Background: an optimization exercise with open tools, aiming at small area. Do not read the settings as production practice. Only simulation tests tie the RTL to the original design; equivalence was not proved. The flow treats the clock pin as an ideal source, which a real chip does not have. Power is estimated from default activity; no workload was simulated.

// spiCommMaster
module spiCommMaster(
    input cpuClock,
    input enable,
    input reset,
    input spiClockEn,
    input spiClockBS,
    output errorInterrupt,
    output [3:0] errorType,
    output [3:0] errorState,
    input cmdTransmitBit,
    input [5:0] cmdIndex,
    input [31:0] cmdArgument,
    input [1:0] readMode,
    output [39:0] readResponse,
    input commStart,
    output commFinish,
    input SD_MISO,
    input SD_CD,
    input SD_WP,
    output SD_SCLK,
    output SD_MOSI,
    output SD_CS
);
For scale: about 430 cells after synthesis, about 120 flip-flops, about 100 I/O pins, about 4700 µm² of cells after synthesis.
clock: 10.0 ns
lec_check: 0
abc_area: 1
cap_margin: 20
core_margin: 2
core_utilization: 60
slew_margin: 20
standard.sh (not shown) runs the stock make flow with config.mk's settings and CLKGATE_MAP_FILE= SYNTH_SCRIPT=/design/flow/synth_recipe.tcl, a recipe that flattens the netlist after the stock synthesis.
==> flow/flow/run.sh <==
#!/bin/bash
# The standard ORFS layout (standard.sh), with three changes:
#  - ABC maps the logic with an area-oriented script (flow/area.abc); the rest of
#    the standard synthesis, and so every register, is unchanged;
#  - the port buffers are the smallest buffer cell (buf_1);
#  - the clock tree uses clkbuf_8 at the root and clkbuf_4 at the leaves, with
#    no dummy loads; after CTS, flow/clkfix.tcl sizes each leaf buffer to the
#    smallest clkbuf whose estimated slew at the flip-flops is under 115 ps.
set -euo pipefail
W=$PWD
{
  echo "proc abc {args} {"
  echo "  foreach opt {-script -constr -D} {"
  echo "    set i [lsearch -exact \$args \$opt]"
  echo "    if {\$i >= 0} { set args [lreplace \$args \$i [expr {\$i + 1}]] }"
  echo "  }"
  echo "  yosys abc -script $W/flow/area.abc {*}\$args"
  echo "}"
  cat "$W/synth_recipe.tcl"
} > "$W/flow_synth.tcl"
BUF="-buffer_cell sky130_fd_sc_hd__buf_1"
CTS="-sink_clustering_enable -repair_clock_nets -dont_use_dummy_load -buf_list sky130_fd_sc_hd__clkbuf_4 -root_buf sky130_fd_sc_hd__clkbuf_8"
export BUFFER_PORTS_ARGS="$BUF" CTS_ARGS="$CTS"
ARGS=("SYNTH_SCRIPT=$W/flow_synth.tcl" "BUFFER_PORTS_ARGS=$BUF" "CTS_ARGS=$CTS")
bash standard.sh "${ARGS[@]}" cts > "$W/flow_to_cts.log" 2>&1
RES="$W/orfs/results/$FLOW_PLATFORM/spiCommMaster/base" CLK_SLEW_TARGET=0.115 \
  openroad -no_init -exit "$W/flow/clkfix.tcl" > "$W/clkfix.log" 2>&1
bash standard.sh "${ARGS[@]}" finish > "$W/flow.log" 2>&1
Other scripts of this flow, unchanged in this note and not shown: flow/flow/area.abc, flow/flow/clkfix.tcl
==> next run, changes <==
--- a/flow/flow/run.sh
+++ b/flow/flow/run.sh
@@ -22,5 +22,5 @@
 CTS="-sink_clustering_enable -repair_clock_nets -dont_use_dummy_load -buf_list sky130_fd_sc_hd__clkbuf_4 -root_buf sky130_fd_sc_hd__clkbuf_8"
 export BUFFER_PORTS_ARGS="$BUF" CTS_ARGS="$CTS"
-ARGS=("SYNTH_SCRIPT=$W/flow_synth.tcl" "BUFFER_PORTS_ARGS=$BUF" "CTS_ARGS=$CTS")
+ARGS=("SKIP_REPAIR_TIE_FANOUT=1" "SYNTH_SCRIPT=$W/flow_synth.tcl" "BUFFER_PORTS_ARGS=$BUF" "CTS_ARGS=$CTS")
 bash standard.sh "${ARGS[@]}" cts > "$W/flow_to_cts.log" 2>&1
 RES="$W/orfs/results/$FLOW_PLATFORM/spiCommMaster/base" CLK_SLEW_TARGET=0.115 \
CAP_MARGIN = 10   (was 20)
SLEW_MARGIN = 10   (was 20)
What happened: Non-clock buffer count does not change. Via count stays the same. Worst setup slack gets better by 38 ps. Maximum frequency rose by 0.69%. Flip-flop and latch count stays the same. Die area does not change. Core utilization fell by 0.61 points.

* * *

Another version of the RTL of spiCommMaster (not shown whole).
==> flow/config.mk <==
export PLATFORM = sky130hd
export DESIGN_NAME = spiCommMaster
export DESIGN_NICKNAME = spiCommMaster
export VERILOG_FILES = /design/flow/design.v
export SDC_FILE = /design/flow/constraint.sdc
export NUM_CORES = 4
export LEC_CHECK = 0
export ABC_AREA = 1
export CAP_MARGIN = 10
export CORE_MARGIN = 2
export CORE_UTILIZATION = 70
export SLEW_MARGIN = 10
==> flow/constraint.sdc <==
create_clock -name core_clock -period 10.0 [get_ports {cpuClock}]
set_input_delay 2.0000 -clock core_clock [delete_from_list [all_inputs] [get_ports {cpuClock}]]
set_output_delay 2.0000 -clock core_clock [all_outputs]
set_load 0.01 [all_outputs]
==> flow/flow/run.sh <==
#!/bin/bash
# The standard ORFS layout (standard.sh), with three changes:
#  - ABC maps the logic with an area-oriented script (flow/area.abc); the rest of
#    the standard synthesis, and so every register, is unchanged;
#  - the port buffers are the smallest buffer cell (buf_1);
#  - the clock tree uses clkbuf_8 at the root and clkbuf_4 at the leaves, with
#    no dummy loads; after CTS, flow/clkfix.tcl sizes each leaf buffer to the
#    smallest clkbuf whose estimated slew at the flip-flops is under 115 ps.
set -euo pipefail
W=$PWD
{
  echo "proc abc {args} {"
  echo "  foreach opt {-script -constr -D} {"
  echo "    set i [lsearch -exact \$args \$opt]"
  echo "    if {\$i >= 0} { set args [lreplace \$args \$i [expr {\$i + 1}]] }"
  echo "  }"
  echo "  yosys abc -script $W/flow/area.abc {*}\$args"
  echo "}"
  cat "$W/synth_recipe.tcl"
} > "$W/flow_synth.tcl"
BUF="-buffer_cell sky130_fd_sc_hd__buf_1"
CTS="-sink_clustering_enable -repair_clock_nets -dont_use_dummy_load -buf_list sky130_fd_sc_hd__clkbuf_4 -root_buf sky130_fd_sc_hd__clkbuf_8"
export BUFFER_PORTS_ARGS="$BUF" CTS_ARGS="$CTS"
ARGS=("SKIP_REPAIR_TIE_FANOUT=1" "SYNTH_SCRIPT=$W/flow_synth.tcl" "BUFFER_PORTS_ARGS=$BUF" "CTS_ARGS=$CTS")
bash standard.sh "${ARGS[@]}" cts > "$W/flow_to_cts.log" 2>&1
RES="$W/orfs/results/$FLOW_PLATFORM/spiCommMaster/base" CLK_SLEW_TARGET=0.115 \
  openroad -no_init -exit "$W/flow/clkfix.tcl" > "$W/clkfix.log" 2>&1
bash standard.sh "${ARGS[@]}" finish > "$W/flow.log" 2>&1
==> flow/flow/area.abc <==
strash
ifraig
scorr
dc2
balance
rewrite
refactor
balance
rewrite
rewrite -z
balance
refactor -z
rewrite -z
balance
dch -f
amap -F 3 -A 8
strash
dch -f
amap -F 3 -A 8
==> flow/flow/clkfix.tcl <==
# Size each clock-tree buffer that drives flip-flops to the smallest clkbuf
# whose estimated output slew is under the target, then re-legalize.
set lib $::env(FLOW_HOME)/platforms/sky130hd/lib/sky130_fd_sc_hd__tt_025C_1v80.lib
set R $::env(RES)
read_liberty $lib
read_db $R/4_cts.odb
read_sdc $R/4_cts.sdc
source $::env(FLOW_HOME)/platforms/sky130hd/setRC.tcl
set_propagated_clock [all_clocks]
estimate_parasitics -placement
set target $::env(CLK_SLEW_TARGET)
proc outslew {inst} {
  set out [get_pins -of_objects $inst -filter "direction == output"]
  return [get_property $out slew_max_rise]
}
foreach inst [get_cells -filter "ref_name =~ sky130_fd_sc_hd__clkbuf_*"] {
  set out [get_pins -of_objects $inst -filter "direction == output"]
  set loads [get_pins -of_objects [get_nets -of_objects $out] -filter "direction == input"]
  set ff 0
  foreach l $loads { if {[get_property $l is_clock]} { incr ff } }
  if {$ff == 0} { continue }
  set name [get_full_name $inst]
  set orig [get_property $inst ref_name]
  set s0 [outslew $inst]
  foreach size {1 2 4 8 16} {
    replace_cell $inst sky130_fd_sc_hd__clkbuf_$size
    estimate_parasitics -placement
    set s [outslew $inst]
    if {$s <= $target} { break }
  }
  puts "clkfix: $name $orig -> sky130_fd_sc_hd__clkbuf_$size fanout $ff slew [format %.1f [expr $s * 1e3]] ps (was [format %.1f [expr $s0 * 1e3]])"
}
# second pass: the later changes move the earlier estimates a little
foreach inst [get_cells -filter "ref_name =~ sky130_fd_sc_hd__clkbuf_*"] {
  set out [get_pins -of_objects $inst -filter "direction == output"]
  set ff 0
  foreach l [get_pins -of_objects [get_nets -of_objects $out] -filter "direction == input"] {
    if {[get_property $l is_clock]} { incr ff }
  }
  if {$ff == 0} { continue }
  regexp {clkbuf_([0-9]+)$} [get_property $inst ref_name] -> size
  while {[outslew $inst] > $target && $size < 16} {
    set size [expr {$size * 2}]
    replace_cell $inst sky130_fd_sc_hd__clkbuf_$size
    estimate_parasitics -placement
    puts "clkfix: second pass [get_full_name $inst] -> sky130_fd_sc_hd__clkbuf_$size"
  }
}
detailed_placement
check_placement -verbose
estimate_parasitics -placement
write_db $R/4_cts.odb
The baseline went through all stages and came out clean.
Change:
==> flow/flow/area.abc (replaced) <==
strash
ifraig
scorr
dc2
strash
dch -f
amap
--- a/flow/config.mk
+++ b/flow/config.mk
@@ -9,4 +9,4 @@
 export CAP_MARGIN = 10
 export CORE_MARGIN = 2
-export CORE_UTILIZATION = 70
+export CORE_UTILIZATION = 60
 export SLEW_MARGIN = 10
- design area rose by 3.9%
- worst hold slack improves by 20 ps
- synthesized cell count fell by 1.9%
- non-clock buffer count rose by 2
Change:
--- a/flow/config.mk
+++ b/flow/config.mk
@@ -9,4 +9,4 @@
 export CAP_MARGIN = 10
 export CORE_MARGIN = 2
-export CORE_UTILIZATION = 60
+export CORE_UTILIZATION = 70
 export SLEW_MARGIN = 10
Outcome:
- critical path depth is unchanged
- final cell count decreases by a few percent
- non-clock buffer count came out lower by 1
- worst hold slack got worse by 4.9 ps
- worst setup slack degrades by 6.4 ps
- count of clock-buffer cells in the layout is unchanged
- wire length rises by a few percent
- via count climbs by a few percent
Change:
--- a/flow/flow/run.sh
+++ b/flow/flow/run.sh
@@ -1,10 +1,11 @@
 #!/bin/bash
-# The standard ORFS layout (standard.sh), with three changes:
+# The standard ORFS layout (standard.sh), with these changes:
 #  - ABC maps the logic with an area-oriented script (flow/area.abc); the rest of
 #    the standard synthesis, and so every register, is unchanged;
 #  - the port buffers are the smallest buffer cell (buf_1);
+#  - one tie cell drives all constant outputs (SKIP_REPAIR_TIE_FANOUT);
 #  - the clock tree uses clkbuf_8 at the root and clkbuf_4 at the leaves, with
 #    no dummy loads; after CTS, flow/clkfix.tcl sizes each leaf buffer to the
-#    smallest clkbuf whose estimated slew at the flip-flops is under 115 ps.
+#    smallest clkbuf whose estimated slew at the flip-flops is under 100 ps.
 set -euo pipefail
 W=$PWD
@@ -24,5 +25,5 @@
 ARGS=("SKIP_REPAIR_TIE_FANOUT=1" "SYNTH_SCRIPT=$W/flow_synth.tcl" "BUFFER_PORTS_ARGS=$BUF" "CTS_ARGS=$CTS")
 bash standard.sh "${ARGS[@]}" cts > "$W/flow_to_cts.log" 2>&1
-RES="$W/orfs/results/$FLOW_PLATFORM/spiCommMaster/base" CLK_SLEW_TARGET=0.115 \
+RES="$W/orfs/results/$FLOW_PLATFORM/spiCommMaster/base" CLK_SLEW_TARGET=0.100 \
   openroad -no_init -exit "$W/flow/clkfix.tcl" > "$W/clkfix.log" 2>&1
 bash standard.sh "${ARGS[@]}" finish > "$W/flow.log" 2>&1
==> flow/flow/area.abc (replaced) <==
strash
ifraig
scorr
dc2
balance
rewrite
refactor
balance
rewrite
rewrite -z
balance
refactor -z
rewrite -z
balance
dch -f
amap -F 3 -A 8 -E 0.01
strash
dch -f
amap -F 3 -A 8 -E 0.01
Die area is lower by 3.5%.
Clock-buffer cell count stays the same.
Fmax is higher by 3.7%.
Change:
==> flow/flow/area.abc (replaced) <==
strash
ifraig
scorr
dc2
balance
rewrite
refactor
balance
rewrite
rewrite -z
balance
refactor -z
rewrite -z
balance
dch -f
amap -F 3 -A 8
strash
dch -f
amap -F 3 -A 8
=>
- setup slack gets better by 55 ps
- worst hold slack gets worse by 21 ps
- global-route usage rises by 0.39 points
- sequential power stays flat
- non-clock buffer count is unchanged
- cell count rises by 1.5%
- total power rises by about 1.4%
- combinational power rises by about 2%
- routed wire length rises by about 2.7%
- core utilization barely changes
Change:
--- a/flow/flow/run.sh
+++ b/flow/flow/run.sh
@@ -1,11 +1,10 @@
 #!/bin/bash
-# The standard ORFS layout (standard.sh), with these changes:
+# The standard ORFS layout (standard.sh), with three changes:
 #  - ABC maps the logic with an area-oriented script (flow/area.abc); the rest of
 #    the standard synthesis, and so every register, is unchanged;
 #  - the port buffers are the smallest buffer cell (buf_1);
-#  - one tie cell drives all constant outputs (SKIP_REPAIR_TIE_FANOUT);
 #  - the clock tree uses clkbuf_8 at the root and clkbuf_4 at the leaves, with
 #    no dummy loads; after CTS, flow/clkfix.tcl sizes each leaf buffer to the
-#    smallest clkbuf whose estimated slew at the flip-flops is under 100 ps.
+#    smallest clkbuf whose estimated slew at the flip-flops is under 115 ps.
 set -euo pipefail
 W=$PWD
@@ -25,5 +24,5 @@
 ARGS=("SKIP_REPAIR_TIE_FANOUT=1" "SYNTH_SCRIPT=$W/flow_synth.tcl" "BUFFER_PORTS_ARGS=$BUF" "CTS_ARGS=$CTS")
 bash standard.sh "${ARGS[@]}" cts > "$W/flow_to_cts.log" 2>&1
-RES="$W/orfs/results/$FLOW_PLATFORM/spiCommMaster/base" CLK_SLEW_TARGET=0.100 \
+RES="$W/orfs/results/$FLOW_PLATFORM/spiCommMaster/base" CLK_SLEW_TARGET=0.115 \
   openroad -no_init -exit "$W/flow/clkfix.tcl" > "$W/clkfix.log" 2>&1
 bash standard.sh "${ARGS[@]}" finish > "$W/flow.log" 2>&1
--- a/flow/config.mk
+++ b/flow/config.mk
@@ -9,4 +9,4 @@
 export CAP_MARGIN = 10
 export CORE_MARGIN = 2
-export CORE_UTILIZATION = 70
+export CORE_UTILIZATION = 80
 export SLEW_MARGIN = 10
Sequential power goes up slightly.
Cell count is lower slightly.
Power climbs slightly.
Routed wire length climbs by a quarter to a third.
Count of clock-buffer cells in the layout is unchanged.
Fmax shrinks slightly.
Cell area decreases slightly.
Setup slack got worse by 49 ps.
Critical path depth does not change.

## what the ideal ports hide
The flow's constraints put no driver on any port. The routed layouts listed below were extracted and timed again, unchanged, in two steps. Step 1: set_driving_cell puts a clkbuf_16 on cpuClock and a buf_2 on each other input, an assumption about the parent block. Step 2 also shifts input and output timing later by t, the mid clock arrival at the registers, as if the neighbouring blocks saw the same clock. a / b / c = ideal ports / drivers / drivers and shift; a / b = the first two.
| run | shift t [ns] | setup WS [ns] | worst register clock-pin slew, ns | worst slew at a driven data input, ns | cell pins on the clock port's net |
|---|---|---|---|---|---|
| the first run of note 1 | 0.411 | 4.382 / 4.360 / 4.360 | 0.11 / 0.11 | 0.05 | 1 |
| the second run of note 1 | 0.388 | 4.420 / 4.399 / 4.399 | 0.11 / 0.11 | 0.05 | 1 |
| the first run of note 2 | 0.406 | 4.507 / 4.487 / 4.487 | 0.12 / 0.12 | 0.03 | 1 |
| the second run of note 2 | 0.406 | 4.252 / 4.231 / 4.231 | 0.11 / 0.11 | 0.04 | 1 |
| the third run of note 2 | 0.406 | 4.246 / 4.227 / 4.227 | 0.11 / 0.11 | 0.04 | 1 |
| the fourth run of note 2 | 0.402 | 4.453 / 4.431 / 4.431 | 0.10 / 0.10 | 0.04 | 1 |
| the fifth run of note 2 | 0.410 | 4.508 / 4.488 / 4.488 | 0.09 / 0.09 | 0.04 | 1 |
| the sixth run of note 2 | 0.410 | 4.458 / 4.435 / 4.435 | 0.12 / 0.12 | 0.04 | 1 |
After both steps every run listed still meets setup and hold. For the sixth run of note 2, which loses most, drivers alone change the setup slack by -0.023 ns; drivers and shift together by -0.023 ns.
